Background: an optimization exercise with open tools, aiming at small area and a short achievable clock period. Do not read the settings as production practice.
At most, simulation tests tie the RTL to the original design; equivalence was not proved.

==> run G <==
// qrs
module qrs(
input clk,
input reset,
input signed [15:0] data_in,
output  signed [15:0] up,
output  signed [15:0] low,
output  signed [15:0] low_out,
output  signed [15:0] high,
output  signed [15:0] high_out,
output  signed [15:0] deri_out,
output  signed [15:0] sqr_out,
output  signed [15:0] avg_out,
output  signed [15:0] data_out
    );
Settings: LEC_CHECK=0, ABC_AREA=1, CAP_MARGIN=20, CORE_MARGIN=2, CORE_UTILIZATION=40, SLEW_MARGIN=20; clock period 25.0 ns.
standard.sh (not shown) runs the stock make flow with config.mk's settings and CLKGATE_MAP_FILE= SYNTH_SCRIPT=/design/flow/synth_recipe.tcl, a recipe that flattens the netlist after the stock synthesis.
==> flow/flow/run.sh <==
#!/bin/bash
# Standard layout (the standard.sh), with plain buf_2 cells as the port
# buffers, a clock tree of clkbuf_16 cells in sink clusters of up to 20
# without dummy loads, and timing repair asked to leave 15.7 ns of setup slack.
set -euo pipefail
export BUFFER_PORTS_ARGS="-buffer_cell sky130_fd_sc_hd__buf_2"
export CTS_ARGS="-sink_clustering_enable -repair_clock_nets -dont_use_dummy_load -buf_list sky130_fd_sc_hd__clkbuf_16 -sink_clustering_size 20 -sink_clustering_max_diameter 80"
bash standard.sh SETUP_SLACK_MARGIN=15.7 finish > standard_flow.log 2>&1
==> inputs of run K, as changes to run G <==
--- a/flow/design.v
+++ b/flow/design.v
@@ -30,19 +30,28 @@
 reg [7:0] xq [0:10];
 always @(posedge clk) begin
   xq[0] <= ph ? up_r[15:8] : data_in[7:0];
   for (t = 1; t < 11; t = t + 1) xq[t] <= xq[t-1];
 end
-reg [6:0] lq [0:30];
+reg [5:0] lq [0:30];
+reg lb0;                     
+reg [14:1] lbq;              
+wire [14:0] lb = {lbq, lb0};
 reg [6:0] laux;
 wire [12:0] lnew;
 always @(posedge clk, posedge reset)
-  if (reset) lq[0] <= 7'd0;
-  else lq[0] <= ph ? laux : {1'b0, lnew[12:7]};
+  if (reset) begin
+    lq[0] <= 6'd0;
+    lb0 <= 1'b0;
+  end else begin
+    lq[0] <= ph ? laux[5:0] : lnew[12:7];
+    if (ph) lb0 <= laux[6];
+  end
 always @(posedge clk) begin
   laux <= lnew[6:0];
   for (t = 1; t < 31; t = t + 1) lq[t] <= lq[t-1];
+  if (ph) lbq <= lb[13:0];
 end
 reg signed [13:0] m0, m1;    
 reg [15:0] h1, h2, h3;       
 wire [15:0] m0x = {{2{m0[13]}}, m0};
 wire [15:0] m1x = {{2{m1[13]}}, m1};
@@ -56,11 +65,11 @@
 wire v3 = (cnt >= 5'd3);
 wire v6 = (cnt >= 5'd6);
 wire v16 = cnt[4];
 wire [15:0] mx3 = v3 ? {xq[3], xq[4]} : 16'd0;
 wire [15:0] mx6 = v6 ? {xq[9], xq[10]} : 16'd0;
-wire [12:0] ml16 = v16 ? {lq[30][5:0], lq[29]} : 13'd0;
+wire [12:0] ml16 = v16 ? {lq[30], lb[14], lq[29]} : 13'd0;
 wire [17:0] cc;
 wire co_cc;
 sk_add #(18) a_cc(.a({2'b0, mx6}), .b(~{1'b0, mx3, 1'b0}), .ci(1'b1), .s(cc), .co(co_cc));
 wire [14:0] md;
 wire co_md;
@@ -123,27 +132,28 @@
     m1 <= 14'd0;
   end else if (!ph) begin
     m0 <= mnew;
     m1 <= m0;
   end
-wire [12:0] lA  = {lq[0][5:0], laux};
-wire [12:0] lA1 = {lq[2][5:0], lq[1]};
-wire [12:0] lB  = {lq[1][5:0], lq[0]};
+wire [12:0] lA  = {lq[0], laux};
+wire [12:0] lA1 = {lq[2], lb[0], lq[1]};
+wire [12:0] lB  = {lq[1], lb[0], lq[0]};
 wire [13:0] lod;
 wire co_lo;
 sk_add #(14) a_lo(.a({lA[12], lA}), .b(~{lA1[12], lA1}), .ci(1'b1), .s(lod), .co(co_lo));
 assign low = ph ? {{3{lA[12]}}, lA} : 16'd0;
 assign low_out = ph ? {{2{lod[13]}}, lod} : {{2{lB[12]}}, lB, 1'b0};
 assign high = ph ? hdif : {m0x[14:0], 1'b0};
 wire [15:0] hcur = ph ? hsum : h3m;
 assign high_out = hcur;
 always @(posedge clk, posedge reset)
   if (reset) begin
-    h1 <= 16'd0; h2 <= 16'd0; h3 <= 16'd0;
+    h1 <= 16'd0; h2 <= 16'd0;
   end else begin
-    h1 <= hcur; h2 <= h1; h3 <= h2;
+    h1 <= hcur; h2 <= h1;
   end
+always @(posedge clk) h3 <= h2;
 reg [15:0] deri_r, sqr_r, s1;
 reg [16:0] pp;               
 wire [16:0] ppn;
 wire co_pp;
 rc_add #(17) a_pp(.a({1'b0, sqr_r}), .b({1'b0, s1}), .ci(1'b0), .s(ppn), .co(co_pp));
==> flow/flow/run.sh (replaced) <==
#!/bin/bash
# Standard layout (the standard.sh), with plain buf_2 cells as the port
# buffers, a clock tree of clkbuf_16 cells in sink clusters of up to 25
# without dummy loads, and timing repair asked to leave 15.7 ns of setup slack.
set -euo pipefail
export BUFFER_PORTS_ARGS="-buffer_cell sky130_fd_sc_hd__buf_2"
export CTS_ARGS="-sink_clustering_enable -repair_clock_nets -dont_use_dummy_load -buf_list sky130_fd_sc_hd__clkbuf_16 -sink_clustering_size 25 -sink_clustering_max_diameter 90"
bash standard.sh SETUP_SLACK_MARGIN=15.7 finish > standard_flow.log 2>&1
==> inputs of run H, as changes to run G <==
--- a/flow/design.v
+++ b/flow/design.v
@@ -30,19 +30,28 @@
 reg [7:0] xq [0:10];
 always @(posedge clk) begin
   xq[0] <= ph ? up_r[15:8] : data_in[7:0];
   for (t = 1; t < 11; t = t + 1) xq[t] <= xq[t-1];
 end
-reg [6:0] lq [0:30];
+reg [5:0] lq [0:30];
+reg lb0;                     
+reg [14:1] lbq;              
+wire [14:0] lb = {lbq, lb0};
 reg [6:0] laux;
 wire [12:0] lnew;
 always @(posedge clk, posedge reset)
-  if (reset) lq[0] <= 7'd0;
-  else lq[0] <= ph ? laux : {1'b0, lnew[12:7]};
+  if (reset) begin
+    lq[0] <= 6'd0;
+    lb0 <= 1'b0;
+  end else begin
+    lq[0] <= ph ? laux[5:0] : lnew[12:7];
+    if (ph) lb0 <= laux[6];
+  end
 always @(posedge clk) begin
   laux <= lnew[6:0];
   for (t = 1; t < 31; t = t + 1) lq[t] <= lq[t-1];
+  if (ph) lbq <= lb[13:0];
 end
 reg signed [13:0] m0, m1;    
 reg [15:0] h1, h2, h3;       
 wire [15:0] m0x = {{2{m0[13]}}, m0};
 wire [15:0] m1x = {{2{m1[13]}}, m1};
@@ -56,11 +65,11 @@
 wire v3 = (cnt >= 5'd3);
 wire v6 = (cnt >= 5'd6);
 wire v16 = cnt[4];
 wire [15:0] mx3 = v3 ? {xq[3], xq[4]} : 16'd0;
 wire [15:0] mx6 = v6 ? {xq[9], xq[10]} : 16'd0;
-wire [12:0] ml16 = v16 ? {lq[30][5:0], lq[29]} : 13'd0;
+wire [12:0] ml16 = v16 ? {lq[30], lb[14], lq[29]} : 13'd0;
 wire [17:0] cc;
 wire co_cc;
 sk_add #(18) a_cc(.a({2'b0, mx6}), .b(~{1'b0, mx3, 1'b0}), .ci(1'b1), .s(cc), .co(co_cc));
 wire [14:0] md;
 wire co_md;
@@ -123,27 +132,28 @@
     m1 <= 14'd0;
   end else if (!ph) begin
     m0 <= mnew;
     m1 <= m0;
   end
-wire [12:0] lA  = {lq[0][5:0], laux};
-wire [12:0] lA1 = {lq[2][5:0], lq[1]};
-wire [12:0] lB  = {lq[1][5:0], lq[0]};
+wire [12:0] lA  = {lq[0], laux};
+wire [12:0] lA1 = {lq[2], lb[0], lq[1]};
+wire [12:0] lB  = {lq[1], lb[0], lq[0]};
 wire [13:0] lod;
 wire co_lo;
 sk_add #(14) a_lo(.a({lA[12], lA}), .b(~{lA1[12], lA1}), .ci(1'b1), .s(lod), .co(co_lo));
 assign low = ph ? {{3{lA[12]}}, lA} : 16'd0;
 assign low_out = ph ? {{2{lod[13]}}, lod} : {{2{lB[12]}}, lB, 1'b0};
 assign high = ph ? hdif : {m0x[14:0], 1'b0};
 wire [15:0] hcur = ph ? hsum : h3m;
 assign high_out = hcur;
 always @(posedge clk, posedge reset)
   if (reset) begin
-    h1 <= 16'd0; h2 <= 16'd0; h3 <= 16'd0;
+    h1 <= 16'd0; h2 <= 16'd0;
   end else begin
-    h1 <= hcur; h2 <= h1; h3 <= h2;
+    h1 <= hcur; h2 <= h1;
   end
+always @(posedge clk) h3 <= h2;
 reg [15:0] deri_r, sqr_r, s1;
 reg [16:0] pp;               
 wire [16:0] ppn;
 wire co_pp;
 rc_add #(17) a_pp(.a({1'b0, sqr_r}), .b({1'b0, s1}), .ci(1'b0), .s(ppn), .co(co_pp));
==> flow/flow/run.sh (replaced) <==
#!/bin/bash
# Standard layout (the standard.sh), with plain buf_1 cells as the port
# buffers, a clock tree of clkbuf_16 cells in sink clusters of up to 25
# without dummy loads, and timing repair asked to leave 16.1 ns of setup slack.
set -euo pipefail
export BUFFER_PORTS_ARGS="-buffer_cell sky130_fd_sc_hd__buf_1"
export CTS_ARGS="-sink_clustering_enable -repair_clock_nets -dont_use_dummy_load -buf_list sky130_fd_sc_hd__clkbuf_16 -sink_clustering_size 25 -sink_clustering_max_diameter 90"
bash standard.sh SETUP_SLACK_MARGIN=16.1 finish > standard_flow.log 2>&1
==> notes <==
Between run H and run K, the lower design area is in run K (gap 1.7%, measured against run K).
Non-clock buffer count: run H > run G > run K.
Against run G, the clock skew of run K is lower by 0.019 ns.
The highest hold slack belongs to run G, the lowest to run K.
For run G, only the layout was checked, not whether the RTL still works.

-- static timing again, ports no longer ideal --
In the flow no input, the clock included, has a driving cell. The finished layouts below were timed again as built, in two steps.
Step 1 (the two cells are an assumption about what drives the block):
set clk [get_ports {clk}]
set_driving_cell -lib_cell sky130_fd_sc_hd__clkbuf_16 $clk
set_driving_cell -lib_cell sky130_fd_sc_hd__buf_2 [delete_from_list [all_inputs] $clk]
Step 2 moves the port delays by t, midway between the first and last clock arrival at a register: inputs arrive t later, outputs are due t later. That takes back most of the time a late clock gives input paths.
a / b / c = ideal / step 1 / step 2; a / b = the first two.
run | shift t [ns] | setup slack, ns | clock arrival spread, ns | worst data-port slew with drivers (ns)
run G | 0.615 | 15.947 / 15.903 / 15.376 | 0.075 / 0.075 | 0.03
run K | 0.595 | 15.938 / 15.979 / 15.385 | 0.079 / 0.079 | 0.06
run H | 0.597 | 16.057 / 16.077 / 15.480 | 0.101 / 0.101 | 0.07
After both steps setup and hold are still met in every run listed. The setup slack of run H, which loses most, moves by +0.020 ns with the drivers and by -0.577 ns with both steps.
